This is an optimization exercise on Yosys and OpenROAD, whose aim is small area, not a production implementation. Function was checked by simulation only, so behaviour that the tests miss may differ from the original. No activity file was given, so power comes from the tool's default toggle rates.

== job 6894 ==
## sd_data_form
module sd_data_form
#(
parameter  [31:0] AVAIL_DATA_BITS      =  32'd4       
)
(
input  wire        SD_CLK,
input  wire        RST,
input  wire        SD_I_TRG,
output wire        SD_I_DONE,
input  wire        SD_I_PKT_RDY,
input  wire [ 63:0]SD_I_DAT,
output wire        SD_I_ACK,
input  wire        SD_I_FIRST,
input  wire        SD_I_LAST,
output wire [(AVAIL_DATA_BITS-'d1):0]SD_O_DAT,
output wire        SD_OE
);
reg         x, y, z;
reg  [  3:0]cnt;
wire        c15  = &cnt;
wire        s_data = x & y & ~z;
wire        s_crc  = x & z;
always @(posedge SD_CLK or posedge RST)
if (RST) begin
  x <= 1'b0; y <= 1'b0; z <= 1'b0;
end else begin
  x <= x ? ~(z & c15) : (z & SD_I_PKT_RDY);
  y <= x & (y | c15);
  z <= x ? (y & (z ? (~c15 | SD_I_TRG) : (c15 & SD_I_LAST)))
         : (z ? ~SD_I_PKT_RDY : SD_I_TRG);
end
always @(posedge SD_CLK)
  cnt <= x ? cnt + 4'd1 : 4'd12;
wire [  3:0]nib = SD_I_DAT[{cnt[3:1], ~cnt[0], 2'b00} +: 4];
genvar i;
generate for (i = 0; i < 4; i = i + 1) begin : lane
  sd_crc16 dat_crc(.CLK(SD_CLK), .IN(nib[i]), .DAT(s_data), .RUN(x & y),
                   .END(s_crc & c15), .OUT(SD_O_DAT[i]));
end endgenerate
assign SD_OE     = y | (x & c15);
assign SD_I_DONE = ~x & y;
assign SD_I_ACK  = s_data & c15;
endmodule
==> flow/config.mk <==
export PLATFORM = sky130hd
export DESIGN_NAME = sd_data_form
export DESIGN_NICKNAME = sd_data_form
export VERILOG_FILES = /design/flow/design.v
export SDC_FILE = /design/flow/constraint.sdc
export NUM_CORES = 4
export LEC_CHECK = 0
export CAP_MARGIN = 20
export CORE_MARGIN = 2
export CORE_UTILIZATION = 40
export GPL_TIMING_DRIVEN = 0
export SLEW_MARGIN = 20
==> flow/constraint.sdc <==
create_clock -name core_clock -period 5.0 [get_ports {SD_CLK}]
set_input_delay 1.0000 -clock core_clock [delete_from_list [all_inputs] [get_ports {SD_CLK}]]
set_output_delay 1.0000 -clock core_clock [all_outputs]
set_load 0.01 [all_outputs]
standard.sh (not shown) runs the stock make flow with config.mk's settings and CLKGATE_MAP_FILE= SYNTH_SCRIPT=/design/flow/synth_recipe.tcl, a recipe that flattens the netlist after the stock synthesis.
==> flow/flow/run.sh <==
#!/bin/bash
# The standard layout (standard.sh), with these changes:
#  - synthesis maps the logic with several area-oriented ABC scripts and keeps
#    the smallest result (flow/abc_multi.tcl) instead of ORFS's one script;
#    everything else in the standard flow's synthesis script is kept, so the registers are
#    the standard synthesis's;
#  - the port buffers are the smallest buffer, sky130_fd_sc_hd__buf_1;
#  - yosys inserts no buffers on ports (SYNTH_INSBUF=0);
#  - CTS uses sky130_fd_sc_hd__clkbuf_4 and no dummy loads.
# Each tool's output is in the ORFS logs (orfs/logs/); make's in standard.log.
set -euo pipefail
W=$(pwd)
mkdir -p abc_scripts
i=0
for s in 0 1 2 3 4 5 6 7; do
  for d in "dch" "dch -f"; do
    printf '&get -n\n&deepsyn -J 50 -S %s -T 20\n&put\n%s\namap -F 4 -A 10\n' "$s" "$d" \
      > abc_scripts/s$i.abc
    i=$((i + 1))
  done
done
printf 'strash\ndch\namap -F 4 -A 10\n' > abc_scripts/s$i.abc; i=$((i + 1))
printf 'strash\ndch -f\namap -F 4 -A 10\n' > abc_scripts/s$i.abc
{
  printf 'set ::abc_scripts [lsort -dictionary [glob %s/abc_scripts/*.abc]]\n' "$W"
  cat flow/abc_multi.tcl
  cat synth_recipe.tcl
} > flow_synth.tcl
bash standard.sh finish SYNTH_SCRIPT="$W/flow_synth.tcl" SYNTH_INSBUF=0 \
  BUFFER_PORTS_ARGS="-buffer_cell sky130_fd_sc_hd__buf_1" \
  CTS_ARGS="-sink_clustering_enable -repair_clock_nets -dont_use_dummy_load -buf_list sky130_fd_sc_hd__clkbuf_4" \
  > standard.log 2>&1
==> flow/flow/abc_multi.tcl <==
# Area-oriented replacement of the abc command ORFS's synthesis calls: maps the
# logic with each script in abc_scripts and keeps the smallest result.
proc abc {args} {
  set libs {}
  for {set i 0} {$i < [llength $args]} {incr i} {
    if {[lindex $args $i] eq "-liberty"} { lappend libs -liberty [lindex $args [expr {$i + 1}]] }
  }
  set si [lsearch -exact $args -script]
  yosys design -save abc_multi_in
  set best_area ""
  set best_script ""
  foreach script $::abc_scripts {
    yosys design -load abc_multi_in
    set a $args
    lset a [expr {$si + 1}] $script
    yosys abc {*}$a
    set rpt [yosys tee -q -s result.string stat {*}$libs]
    set area ""
    regexp {Chip area for (?:top )?module[^:]*:\s*([0-9.eE+]+)} $rpt -> area
    puts "abc_multi: $script area $area"
    if {$area ne "" && ($best_area eq "" || $area < $best_area)} {
      set best_area $area
      set best_script $script
      yosys design -save abc_multi_best
    }
  }
  puts "abc_multi: kept $best_script area $best_area"
  yosys design -load abc_multi_best
}
Job 6894 finished all stages; the layout is clean.
Here is what was changed in the inputs of job 7088 compared with job 6894.
- SLEW_MARGIN: 20 -> 5
- GPL_TIMING_DRIVEN: 0 -> unset
- CAP_MARGIN: 20 -> 5
-- flow/flow/run.sh --
<<< job 6894, line 7
#  - the port buffers are the smallest buffer, sky130_fd_sc_hd__buf_1;
#  - yosys inserts no buffers on ports (SYNTH_INSBUF=0);
#  - CTS uses sky130_fd_sc_hd__clkbuf_4 and no dummy loads.
>>> job 7088, line 7
#  - the port buffers are the smallest buffer, sky130_fd_sc_hd__buf_1;
#  - CTS uses sky130_fd_sc_hd__clkbuf_4 and no dummy loads.
<<< job 6894, line 28
} > flow_synth.tcl
bash standard.sh finish SYNTH_SCRIPT="$W/flow_synth.tcl" SYNTH_INSBUF=0 \
  BUFFER_PORTS_ARGS="-buffer_cell sky130_fd_sc_hd__buf_1" \
>>> job 7088, line 27
} > flow_synth.tcl
bash standard.sh finish SYNTH_SCRIPT="$W/flow_synth.tcl" \
  BUFFER_PORTS_ARGS="-buffer_cell sky130_fd_sc_hd__buf_1" \
Notes after the runs:
- Die span in y: job 7088 > job 6894
- Delta (job 7088 minus job 6894): maximum operating frequency saw an increase; area share of fa/ha/maj cells after synthesis saw little to no change.
- Higher synthesized area was reported by job 7088, not job 6894.
- Job 7088 ends up with lower area overhead of the layout relative to synthesis than job 6894 does.
- Weighted congestion reported at the end of routability-driven placement for job 7088: 0.029 down relative to job 6894
- Job 7088 ended up with more standard cells than job 6894.
- On number of gates on the worst path with buffers counted: between job 7088 and job 6894, it ends up higher for job 6894.
- Re power: job 7088 is about 2.2% up on job 6894.
- Diff job 6894 -> job 7088 | first-pass GRT wire length | up by a few percent
- Compared with job 6894, job 7088 degrades final design area excluding fillers.
Input-level comparison between job 7907 and job 7088:
- changing CAP_MARGIN from 5 to 20
- changing SLEW_MARGIN from 5 to 20
-- flow/flow/run.sh --
<<< job 7088, line 29
  BUFFER_PORTS_ARGS="-buffer_cell sky130_fd_sc_hd__buf_1" \
  CTS_ARGS="-sink_clustering_enable -repair_clock_nets -dont_use_dummy_load -buf_list sky130_fd_sc_hd__clkbuf_4" \
  > standard.log 2>&1
>>> job 7907, line 29
  BUFFER_PORTS_ARGS="-buffer_cell sky130_fd_sc_hd__buf_1" \
  CTS_ARGS="-sink_clustering_enable -sink_clustering_size 80 -sink_clustering_max_diameter 500 -sink_clustering_levels 1 -dont_use_dummy_load -buf_list sky130_fd_sc_hd__clkbuf_16" \
  > standard.log 2>&1
--- outcome ---
- Job 7907 ends up with a share of power burned in registers that is 7.3 points lower than in job 7088.
- From job 7088 to job 7907 the numbers moved as follows: internal power up about 23%, worst slew margin relative to its limit down 0.62 points.
- Wire length of the first global-routing pass was lower in the run labelled job 7088.
- The run showing the greater DRC marker count from the first detailed-route iteration is job 7907.
- Any difference in met1 usage in global routing between job 7088 and job 7907 is small enough to ignore.
- Wire length on met1 (lower): job 7088
- Compared with job 7088, the router placed fewer vias in job 7907.
- The power number comes out lower for job 7088 vs job 7907.
Inputs modified between job 7907 and job 4816:
- putting GPL_TIMING_DRIVEN at 0 where nothing was set
-- flow/flow/run.sh --
<<< job 7907, line 27
} > flow_synth.tcl
bash standard.sh finish SYNTH_SCRIPT="$W/flow_synth.tcl" \
  BUFFER_PORTS_ARGS="-buffer_cell sky130_fd_sc_hd__buf_1" \
  CTS_ARGS="-sink_clustering_enable -sink_clustering_size 80 -sink_clustering_max_diameter 500 -sink_clustering_levels 1 -dont_use_dummy_load -buf_list sky130_fd_sc_hd__clkbuf_16" \
  > standard.log 2>&1
>>> job 4816, line 27
} > flow_synth.tcl
bash standard.sh finish SYNTH_SCRIPT="$W/flow_synth.tcl" SYNTH_INSBUF=0 \
  BUFFER_PORTS_ARGS="-buffer_cell sky130_fd_sc_hd__buf_1" \
  CTS_ARGS="-sink_clustering_enable -repair_clock_nets -dont_use_dummy_load -buf_list sky130_fd_sc_hd__clkbuf_4" \
  > standard.log 2>&1
### Flow results
- Job 4816: flow completed, timing, DRC and antenna clean
- Comparing job 4816 against job 7907, there is no change at all in non-clock inverter count in the final layout.
- Summary of the comparison: number of cell instances on the worst register-to-register path is higher in job 4816, relative to job 7907.
- From job 7907 to job 4816 the numbers moved as follows: worst-case setup margin in the final layout went down; via count +8; wire length decreased about 5%; utilization down 3.3 points.
- | area of the multi-input gates | job 7907 vs job 4816 | ≈ equal |

* * *

sd_data_form, a different RTL version from the one above (not shown whole).
Size in the first run: about 390 cells after synthesis, ~73 flip-flops, roughly 77 I/O pins, about 3000 um2 of cells after synthesis.
Settings: LEC_CHECK=0, ABC_AREA=1, CAP_MARGIN=20, CORE_MARGIN=2, CORE_UTILIZATION=40, SLEW_MARGIN=20; clock period 5.0 ns.
==> flow/flow/run.sh <==
#!/bin/bash
# Standard layout, but with the smallest buffer on the ports.
set -euo pipefail
bash standard.sh finish BUFFER_PORTS_ARGS="-buffer_cell sky130_fd_sc_hd__buf_1" > standard.log 2>&1
Next try:
==> flow/flow/run.sh (replaced) <==
#!/bin/bash
# The standard layout (standard.sh), with two changes:
#  - synthesis maps the logic with an area-oriented ABC script (flow/area.abc)
#    instead of ORFS's; everything else in the standard flow's synthesis script is kept,
#    so the registers are the standard synthesis's;
#  - the port buffers are the smallest buffer, sky130_fd_sc_hd__buf_1.
set -euo pipefail
W=$(pwd)
{
  printf 'proc abc {args} {\n'
  printf '  set i [lsearch -exact $args -script]\n'
  printf '  if {$i >= 0} { lset args [expr {$i + 1}] %s }\n' "$W/flow/area.abc"
  printf '  yosys abc {*}$args\n'
  printf '}\n'
  cat synth_recipe.tcl
} > flow_synth.tcl
bash standard.sh finish SYNTH_SCRIPT="$W/flow_synth.tcl" \
  BUFFER_PORTS_ARGS="-buffer_cell sky130_fd_sc_hd__buf_1" CTS_ARGS="-sink_clustering_enable -repair_clock_nets -dont_use_dummy_load -buf_list sky130_fd_sc_hd__clkbuf_4" > standard.log 2>&1
==> flow/flow/area.abc (new file) <==
&get -n
&deepsyn -T 30
&put
dch -f
amap
--- a/flow/config.mk
+++ b/flow/config.mk
@@ -6,5 +6,4 @@
 export NUM_CORES = 4
 export LEC_CHECK = 0
-export ABC_AREA = 1
 export CAP_MARGIN = 20
 export CORE_MARGIN = 2
Result: The new run passed the timing, DRC and antenna checks; sequential share of layout area is higher by 10 points; combinational power is lower by about a fifth; setup slack is worse by 0.46 ns; global-route usage is lower by 0.27 points; wire length is lower by about a fifth; die area is lower by about a fifth.
Next try:
==> flow/run.sh (new file) <==
#!/bin/bash
# synth_recipe.tcl (not shown) runs the flow's synth.tcl, then flattens the netlist and writes it again
# the make line also repeats each setting of config.mk as NAME=value (left out here)
make -C /OpenROAD-flow-scripts/flow DESIGN_CONFIG=/design/flow/config.mk WORK_HOME=/design/flow/orfs CLKGATE_MAP_FILE= SYNTH_SCRIPT=/design/flow/synth_recipe.tcl finish
removed: flow/flow/run.sh
removed: flow/flow/area.abc
removed: flow/standard.sh
What happened:
- first-iteration DRC count came out higher by 120%
- hold slack gets better by 0.025 ns
- routed wire length increases by 35%
Next try:
==> flow/flow/run.sh (new file) <==
#!/bin/bash
# The standard layout (standard.sh), with two changes:
#  - synthesis maps the logic with an area-oriented ABC script (flow/area.abc)
#    instead of ORFS's; everything else in the standard flow's synthesis script is kept,
#    so the registers are the standard synthesis's;
#  - the port buffers are the smallest buffer, sky130_fd_sc_hd__buf_1.
set -euo pipefail
W=$(pwd)
{
  printf 'proc abc {args} {\n'
  printf '  set i [lsearch -exact $args -script]\n'
  printf '  if {$i >= 0} { lset args [expr {$i + 1}] %s }\n' "$W/flow/area.abc"
  printf '  yosys abc {*}$args\n'
  printf '}\n'
  cat synth_recipe.tcl
} > flow_synth.tcl
bash standard.sh finish SYNTH_SCRIPT="$W/flow_synth.tcl" \
  BUFFER_PORTS_ARGS="-buffer_cell sky130_fd_sc_hd__buf_1" CTS_ARGS="-repair_clock_nets -dont_use_dummy_load -buf_list {sky130_fd_sc_hd__clkbuf_16}" > standard.log 2>&1
==> flow/flow/area.abc (new file) <==
&get -n
&deepsyn -T 30
&put
dch -f
amap
==> flow/standard.sh (new file) <==
#!/bin/bash
# synth_recipe.tcl (not shown) runs the flow's synth.tcl, then flattens the netlist and writes it again
# the make line also repeats each setting of config.mk as NAME=value (left out here)
make -C /OpenROAD-flow-scripts/flow DESIGN_CONFIG=/design/flow/config.mk WORK_HOME=/design/flow/orfs CLKGATE_MAP_FILE= SYNTH_SCRIPT=/design/flow/synth_recipe.tcl "${@:-finish}"
removed: flow/run.sh
What happened: Via count shrinks by 15%. Non-clock buffer count is lower by 1. Area after synthesis went down by 23%. Final area fell by 27%. Worst setup slack is better by 0.45 ns. Fmax increases by 12%. Die area falls by 22%. Routed wire length shrinks by 25%.

* * *

Setup of exp/violet:
RTL: one of the versions met above, not the one the previous note started from.
For scale: about 210 cells after synthesis, roughly 71 flip-flops, roughly 77 I/O pins, roughly 2200 µm² of cells after synthesis.
clock: 5.0 ns
lec_check: 0
cap_margin: 20
core_margin: 2
core_utilization: 40
slew_margin: 20
==> flow/flow/run.sh <==
#!/bin/bash
# The standard layout (standard.sh), with two changes:
#  - synthesis maps the logic with an area-oriented ABC script (flow/area.abc)
#    instead of ORFS's; everything else in the standard flow's synthesis script is kept,
#    so the registers are the standard synthesis's;
#  - the port buffers are the smallest buffer, sky130_fd_sc_hd__buf_1.
set -euo pipefail
W=$(pwd)
{
  printf 'proc abc {args} {\n'
  printf '  set i [lsearch -exact $args -script]\n'
  printf '  if {$i >= 0} { lset args [expr {$i + 1}] %s }\n' "$W/flow/area.abc"
  printf '  yosys abc {*}$args\n'
  printf '}\n'
  cat synth_recipe.tcl
} > flow_synth.tcl
bash standard.sh finish SYNTH_SCRIPT="$W/flow_synth.tcl" \
  BUFFER_PORTS_ARGS="-buffer_cell sky130_fd_sc_hd__buf_1" CTS_ARGS="-sink_clustering_enable -repair_clock_nets -dont_use_dummy_load -sink_clustering_size 30 -sink_clustering_max_diameter 150 -buf_list sky130_fd_sc_hd__clkbuf_4" > standard.log 2>&1
==> flow/flow/area.abc <==
&get -n
&deepsyn -T 30
&put
dch -f
amap
Input changes introduced in exp/zinc (baseline for comparison: exp/violet):
--- a/flow/flow/run.sh
+++ b/flow/flow/run.sh
@@ -18 +18 @@
-  BUFFER_PORTS_ARGS="-buffer_cell sky130_fd_sc_hd__buf_1" CTS_ARGS="-sink_clustering_enable -repair_clock_nets -dont_use_dummy_load -sink_clustering_size 30 -sink_clustering_max_diameter 150 -buf_list sky130_fd_sc_hd__clkbuf_4" > standard.log 2>&1
+  BUFFER_PORTS_ARGS="-buffer_cell sky130_fd_sc_hd__buf_1" CTS_ARGS="-sink_clustering_enable -repair_clock_nets -dont_use_dummy_load -sink_buffer_max_cap_derate 1.0 -buf_list sky130_fd_sc_hd__clkbuf_4" > standard.log 2>&1
## What came out
The required time at the endpoint of the critical path on exp/violet is in line with that on exp/zinc.
Going from exp/violet to exp/zinc, TritonCTS sink count stayed essentially flat; starting density of the core closely matched the old numbers; final area comparable; share of cells above drive strength 1 held steady.
Global-route met2 utilization across exp/violet and exp/zinc: no real change.
Taking exp/violet as the reference, in exp/zinc relative area change from synthesis to final layout essentially unchanged; internal power about even.
There was hardly any difference in first-pass iteration count of the detailed router between exp/violet and exp/zinc.

[static timing again, ports no longer ideal]
The results above use ideal ports. As a check the final layouts listed here were re-extracted and re-timed, cells and wires unchanged. Step 1 sets driving cells, clkbuf_16 on the clock port and buf_2 on the other inputs (assumed; they add their load-dependent delay and slew). Step 2 adds t to the input delays and takes it off the output delays; t is the mean of the earliest and latest rising clock arrival at the registers after step 1. Input paths then give back, and output paths get back, about the clock's delay inside the block. Slacks: ideal / step 1 / step 2; pairs: ideal / step 1.
run | shift t [ns] | slack for setup (ns) | hold slack, ns | worst setup path after step 2
job 6894 | 0.398 | 0.973 / 0.951 / 1.350 | 0.311 / 0.311 / 0.311 | register to output
job 7088 | 0.389 | 1.247 / 1.225 / 1.613 | 0.314 / 0.314 / 0.314 | register to output
job 7907 | 0.337 | 1.321 / 1.292 / 1.629 | 0.316 / 0.316 / 0.316 | register to output
job 4816 | 0.398 | 0.973 / 0.951 / 1.350 | 0.311 / 0.311 / 0.311 | register to output
the first run of note 2 | 0.364 | 1.727 / 1.700 / 1.970 | 0.324 / 0.324 / 0.324 | input to output
the second run of note 2 | 0.391 | 1.271 / 1.251 / 1.641 | 0.300 / 0.300 / 0.300 | register to output
the third run of note 2 | 0.362 | 0.889 / 0.868 / 0.868 | 0.325 / 0.325 / 0.325 | input to output
the fourth run of note 2 | 0.342 | 1.336 / 1.305 / 1.647 | 0.309 / 0.309 / 0.309 | register to output
exp/violet | 0.384 | 1.115 / 1.093 / 1.477 | 0.313 / 0.313 / 0.313 | register to output
exp/zinc | 0.384 | 1.115 / 1.093 / 1.477 | 0.313 / 0.313 / 0.313 | register to output
After both steps every run listed still meets setup and hold. For the third run of note 2, which loses most, drivers alone change the setup slack by -0.021 ns; drivers and shift together by -0.021 ns.
